What follows belongs to an exercise in optimizing a design on an open flow for small area; a production flow would make more cautious choices.
In this exercise RTL edits were held to simulation tests only and were not proved equivalent to the original.
The clock input has no modelled driver; a real chip could not lean on it and would need a root buffer or a full tree.
No activity file was given, so power comes from the tool's default toggle rates.

Setup of run a:
==> flow/design.v <==
module uart_rx (
    input        i_serial,
    input        i_Clk,
    input        i_reset,
    output [7:0] o_rx_data,
    output       o_rx_end       
);
    localparam [3:0] IDLE = 4'd1, START = 4'd7, BAD = 4'd6, STOP = 4'd0;
    reg r_in;
    reg [3:0] state;
    reg [7:0] cnt;
    reg [7:0] sr;
    wire is_fe = r_in & ~i_serial;
    wire r_serial = r_in;
    wire mid  = ~cnt[7] & ~cnt[6] & ~cnt[5] & cnt[4] & ~cnt[3] & cnt[2] & ~cnt[0];
    wire last = cnt[7] & cnt[6] & cnt[4] & cnt[3] & cnt[2] & cnt[1] & cnt[0];
    wire idle = (state == IDLE);
    always @(posedge i_Clk or posedge i_reset)
        if (i_reset)
            r_in <= 1'b0;
        else
            r_in <= i_serial;
    always @(posedge i_Clk)
        cnt <= idle ? 8'd0 : {~cnt[6:0], cnt[7] ^ cnt[2]};
    always @(posedge i_Clk)
        if (state[3] & mid)
            sr <= {r_serial, sr[7:1]};
    always @(posedge i_Clk or posedge i_reset) begin
        if (i_reset)
            state <= IDLE;
        else if (idle) begin
            if (is_fe) state <= START;
        end
        else if (state == START && mid && r_serial)
            state <= BAD;
        else if (last)
            state <= (state == BAD) ? IDLE : state + 4'd1;
    end
    assign o_rx_data = sr;
    assign o_rx_end = (state == STOP) & last;
endmodule
module uart_tx (
    input  [7:0] i_data,
    input        i_Clk,
    input        i_reset,
    input        i_start,
    output       o_load,
    output       o_tx_serial
);
    reg [3:0] state;
    reg [7:0] cnt;
    wire last;
    bit_timer t0 (.cnt(cnt), .last(last));
    wire run = state[3] | (state == 4'd7);
    always @(posedge i_Clk)
        cnt <= {cnt[6:0], run & ~(cnt[7] ^ cnt[2])};
    always @(posedge i_Clk or posedge i_reset) begin
        if (i_reset)
            state <= 4'd0;
        else if (run ? last : (state != 4'd1) | i_start)
            state <= state + 4'd1;
    end
    assign o_load = (state == 4'd4);
    assign o_tx_serial = state[3] ? i_data[state[2:0]] : (state != 4'd7);
endmodule
module bit_timer (
    input  [7:0] cnt,
    output       last
);
    assign last = cnt[7] & ~cnt[6] & ~cnt[5] & ~cnt[4] & ~cnt[3] & ~cnt[2] & ~cnt[0];
endmodule
module LED_Display_two_hex (
    input [7:0] i_data,
    output a1,
    output b1,
    output c1,
    output d1,
    output e1,
    output f1,
    output g1,
    output a2,
    output b2,
    output c2,
    output d2,
    output e2,
    output f2,
    output g2
);
    wire [3:0] r_data_upper;
    wire [3:0] r_data_lower;
    assign r_data_upper = i_data[7:4];
    assign r_data_lower = i_data[3:0];
    wire [6:0] led_digit_data_upper;
    wire [6:0] led_digit_data_lower;
    num_2_led num_2_led_0(r_data_upper, led_digit_data_upper);
    num_2_led num_2_led_1(r_data_lower, led_digit_data_lower);
    assign a1 = led_digit_data_upper[0];
    assign b1 = led_digit_data_upper[1];
    assign c1 = led_digit_data_upper[2];
    assign d1 = led_digit_data_upper[3];
    assign e1 = led_digit_data_upper[4];
    assign f1 = led_digit_data_upper[5];
    assign g1 = led_digit_data_upper[6];
    assign a2 = led_digit_data_lower[0];
    assign b2 = led_digit_data_lower[1];
    assign c2 = led_digit_data_lower[2];
    assign d2 = led_digit_data_lower[3];
    assign e2 = led_digit_data_lower[4];
    assign f2 = led_digit_data_lower[5];
    assign g2 = led_digit_data_lower[6];
endmodule
module num_2_led (
    input [3:0] i_num,
    output reg [6:0] led_digit
);
always @(*) begin
    case (i_num)
        4'h0: led_digit = 7'b1000000;
        4'h1: led_digit = 7'b1111001;
        4'h2: led_digit = 7'b0100100;
        4'h3: led_digit = 7'b0110000;
        4'h4: led_digit = 7'b0011001;
        4'h5: led_digit = 7'b0010010;
        4'h6: led_digit = 7'b0000010;
        4'h7: led_digit = 7'b1111000;
        4'h8: led_digit = 7'b0000000;
        4'h9: led_digit = 7'b0010000;
        4'hA: led_digit = 7'b0001000;
        4'hB: led_digit = 7'b0000011;
        4'hC: led_digit = 7'b1000110;
        4'hD: led_digit = 7'b0100001;
        4'hE: led_digit = 7'b0000110;
        4'hF: led_digit = 7'b0001110;
        default: led_digit = 7'b1111111;
    endcase
end
endmodule
module UART_Loopback_Top (
    input i_UART_RX,
    input i_Clk,
    input i_Switch_1,  
    output o_UART_TX,
    output o_Segment1_A,
    output o_Segment1_B,
    output o_Segment1_C,
    output o_Segment1_D,
    output o_Segment1_E,
    output o_Segment1_F,
    output o_Segment1_G,
    output o_Segment2_A,
    output o_Segment2_B,
    output o_Segment2_C,
    output o_Segment2_D,
    output o_Segment2_E,
    output o_Segment2_F,
    output o_Segment2_G
);
    wire [7:0] rx_byte;
    wire rx_end;
    wire load;
    reg [7:0] data;
    uart_rx uart_rx_0 (
        .i_serial(i_UART_RX),
        .i_Clk(i_Clk),
        .i_reset(i_Switch_1),
        .o_rx_data(rx_byte),
        .o_rx_end(rx_end)
    );
    uart_tx uart_tx_0 (
        .i_data(data),
        .i_Clk(i_Clk),
        .i_reset(i_Switch_1),
        .i_start(rx_end),
        .o_load(load),
        .o_tx_serial(o_UART_TX)
    );
    LED_Display_two_hex LED_Display_two_hex_0(
        .i_data(data),
        .a1(o_Segment1_A),
        .b1(o_Segment1_B),
        .c1(o_Segment1_C),
        .d1(o_Segment1_D),
        .e1(o_Segment1_E),
        .f1(o_Segment1_F),
        .g1(o_Segment1_G),
        .a2(o_Segment2_A),
        .b2(o_Segment2_B),
        .c2(o_Segment2_C),
        .d2(o_Segment2_D),
        .e2(o_Segment2_E),
        .f2(o_Segment2_F),
        .g2(o_Segment2_G)
    );
    always @(posedge i_Clk or posedge i_Switch_1) begin
        if (i_Switch_1)
            data <= 8'd0;
        else if (load)
            data <= rx_byte;
    end
endmodule
clock: 10.0 ns
lec_check: 0
cap_margin: 20
core_area: 2 2 64 64
die_area: 0 0 66 66
place_density: 0.9
slew_margin: 20
standard.sh (not shown) runs the stock make flow with config.mk's settings and CLKGATE_MAP_FILE= SYNTH_SCRIPT=/design/flow/synth_recipe.tcl, a recipe that flattens the netlist after the stock synthesis.
==> flow/flow/run.sh <==
#!/bin/bash
# The standard layout (standard.sh), with these changes:
#  - synthesis maps the logic with an area-oriented ABC script (area.abc);
#    everything else in the synthesis script is the standard flow's own;
#  - no adder cells (ADDER_MAP_FILE empty), so Yosys's adder extraction
#    leaves that logic to ABC;
#  - the port buffers are sky130_fd_sc_hd__buf_1;
#  - the clock tree is one level of buffers, each driving a group of
#    registers (cts.tcl).
# Each tool's output goes to flow.log in this folder (and ORFS's own logs
# under orfs/logs).
set -euo pipefail
here=$(pwd)
sed "s#^source \$::env(SCRIPTS_DIR)/synth_preamble.tcl#&\nset abc_args [lreplace \$abc_args 1 1 $here/flow/area.abc]#" \
    "$FLOW_HOME/scripts/synth.tcl" > my_synth_core.tcl
sed "s#source \$::env(SCRIPTS_DIR)/synth.tcl#source $here/my_synth_core.tcl#" synth_recipe.tcl > my_synth.tcl
sed -e "s#SYNTH_SCRIPT=[^ ]*#SYNTH_SCRIPT=$here/my_synth.tcl ADDER_MAP_FILE=#" standard.sh > my_standard.sh
export BUFFER_PORTS_ARGS="-buffer_cell sky130_fd_sc_hd__buf_1"
export PRE_CTS_TCL=$here/flow/cts.tcl
export CTS_CLOCK_PORT=i_Clk
export CTS_LEAF_CELL=sky130_fd_sc_hd__clkbuf_4
export CTS_LEAVES=4
bash my_standard.sh > flow.log 2>&1
Other scripts of this flow, unchanged in this note and not shown: flow/flow/area.abc, flow/flow/cts.tcl
The inputs of run b differ from those of run a as listed below.
--- a/flow/design.v
+++ b/flow/design.v
@@ -13,6 +13,6 @@
     wire is_fe = r_in & ~i_serial;
     wire r_serial = r_in;
-    wire mid  = ~cnt[7] & ~cnt[6] & ~cnt[5] & cnt[4] & ~cnt[3] & cnt[2] & ~cnt[0];
-    wire last = cnt[7] & cnt[6] & cnt[4] & cnt[3] & cnt[2] & cnt[1] & cnt[0];
+    wire mid, last;
+    bit_timer t0 (.cnt(cnt), .mid(mid), .last(last));
     wire idle = (state == IDLE);
     always @(posedge i_Clk or posedge i_reset)
@@ -21,6 +21,9 @@
         else
             r_in <= i_serial;
-    always @(posedge i_Clk)
-        cnt <= idle ? 8'd0 : {~cnt[6:0], cnt[7] ^ cnt[2]};
+    always @(posedge i_Clk or posedge i_reset)
+        if (i_reset)
+            cnt <= 8'd0;
+        else
+            cnt <= {cnt[6:0], ~idle & ~(cnt[7] ^ cnt[2])};
     always @(posedge i_Clk)
         if (state[3] & mid)
@@ -40,4 +43,12 @@
     assign o_rx_end = (state == STOP) & last;
 endmodule
+module bit_timer (
+    input  [7:0] cnt,
+    output       mid,
+    output       last
+);
+    assign mid  = ~cnt[7] & ~cnt[5] & cnt[4] & cnt[3] & cnt[2] & cnt[1] & ~cnt[0];
+    assign last = cnt[7] & ~cnt[6] & ~cnt[5] & ~cnt[4] & ~cnt[3] & ~cnt[2] & ~cnt[0];
+endmodule
 module uart_tx (
     input  [7:0] i_data,
@@ -50,6 +61,6 @@
     reg [3:0] state;
     reg [7:0] cnt;
-    wire last;
-    bit_timer t0 (.cnt(cnt), .last(last));
+    wire mid, last;
+    bit_timer t0 (.cnt(cnt), .mid(mid), .last(last));
     wire run = state[3] | (state == 4'd7);
     always @(posedge i_Clk)
@@ -63,10 +74,4 @@
     assign o_load = (state == 4'd4);
     assign o_tx_serial = state[3] ? i_data[state[2:0]] : (state != 4'd7);
-endmodule
-module bit_timer (
-    input  [7:0] cnt,
-    output       last
-);
-    assign last = cnt[7] & ~cnt[6] & ~cnt[5] & ~cnt[4] & ~cnt[3] & ~cnt[2] & ~cnt[0];
 endmodule
 module LED_Display_two_hex (
- Run b completed; timing, DRC and antenna clean
- Going from run a to run b, number of cells in the design after placement went down by 3.6%; proportion of cell area occupied by multi-input gates went down 2.5 points; final instance area picked up an extra 8.8 sq um; total power now larger.
- Relative to run a, the cell count measured on run b has decreased by a few percent.
- Compared with run a, run b shows a higher switching component of the power.
In every run of this note, the design's own scripts or RTL, not TritonCTS, make the clock network.

[afterwards: timing with drivers on the ports]
In the flow no input, the clock included, has a driving cell. The finished layouts below were timed again as built, in two steps. Step 1, drivers: a clkbuf_16 drives i_Clk and a buf_2 each remaining input, both assumed. Step 2 times the ports against the registers' clock, not the clock port: input delays grow and output delays shrink by t, the midpoint of the rising clock arrivals with the driver on. a / b / c = ideal / step 1 / step 2; a / b = the first two.
run	t, ns	slack for setup (ns)	slew at the worst register clock pin (ns)
run a	0.198	5.806 / 5.765 / 5.962	0.10 / 0.10
run b	0.198	6.173 / 6.131 / 6.329	0.10 / 0.10
After both steps every run listed still meets setup and hold.
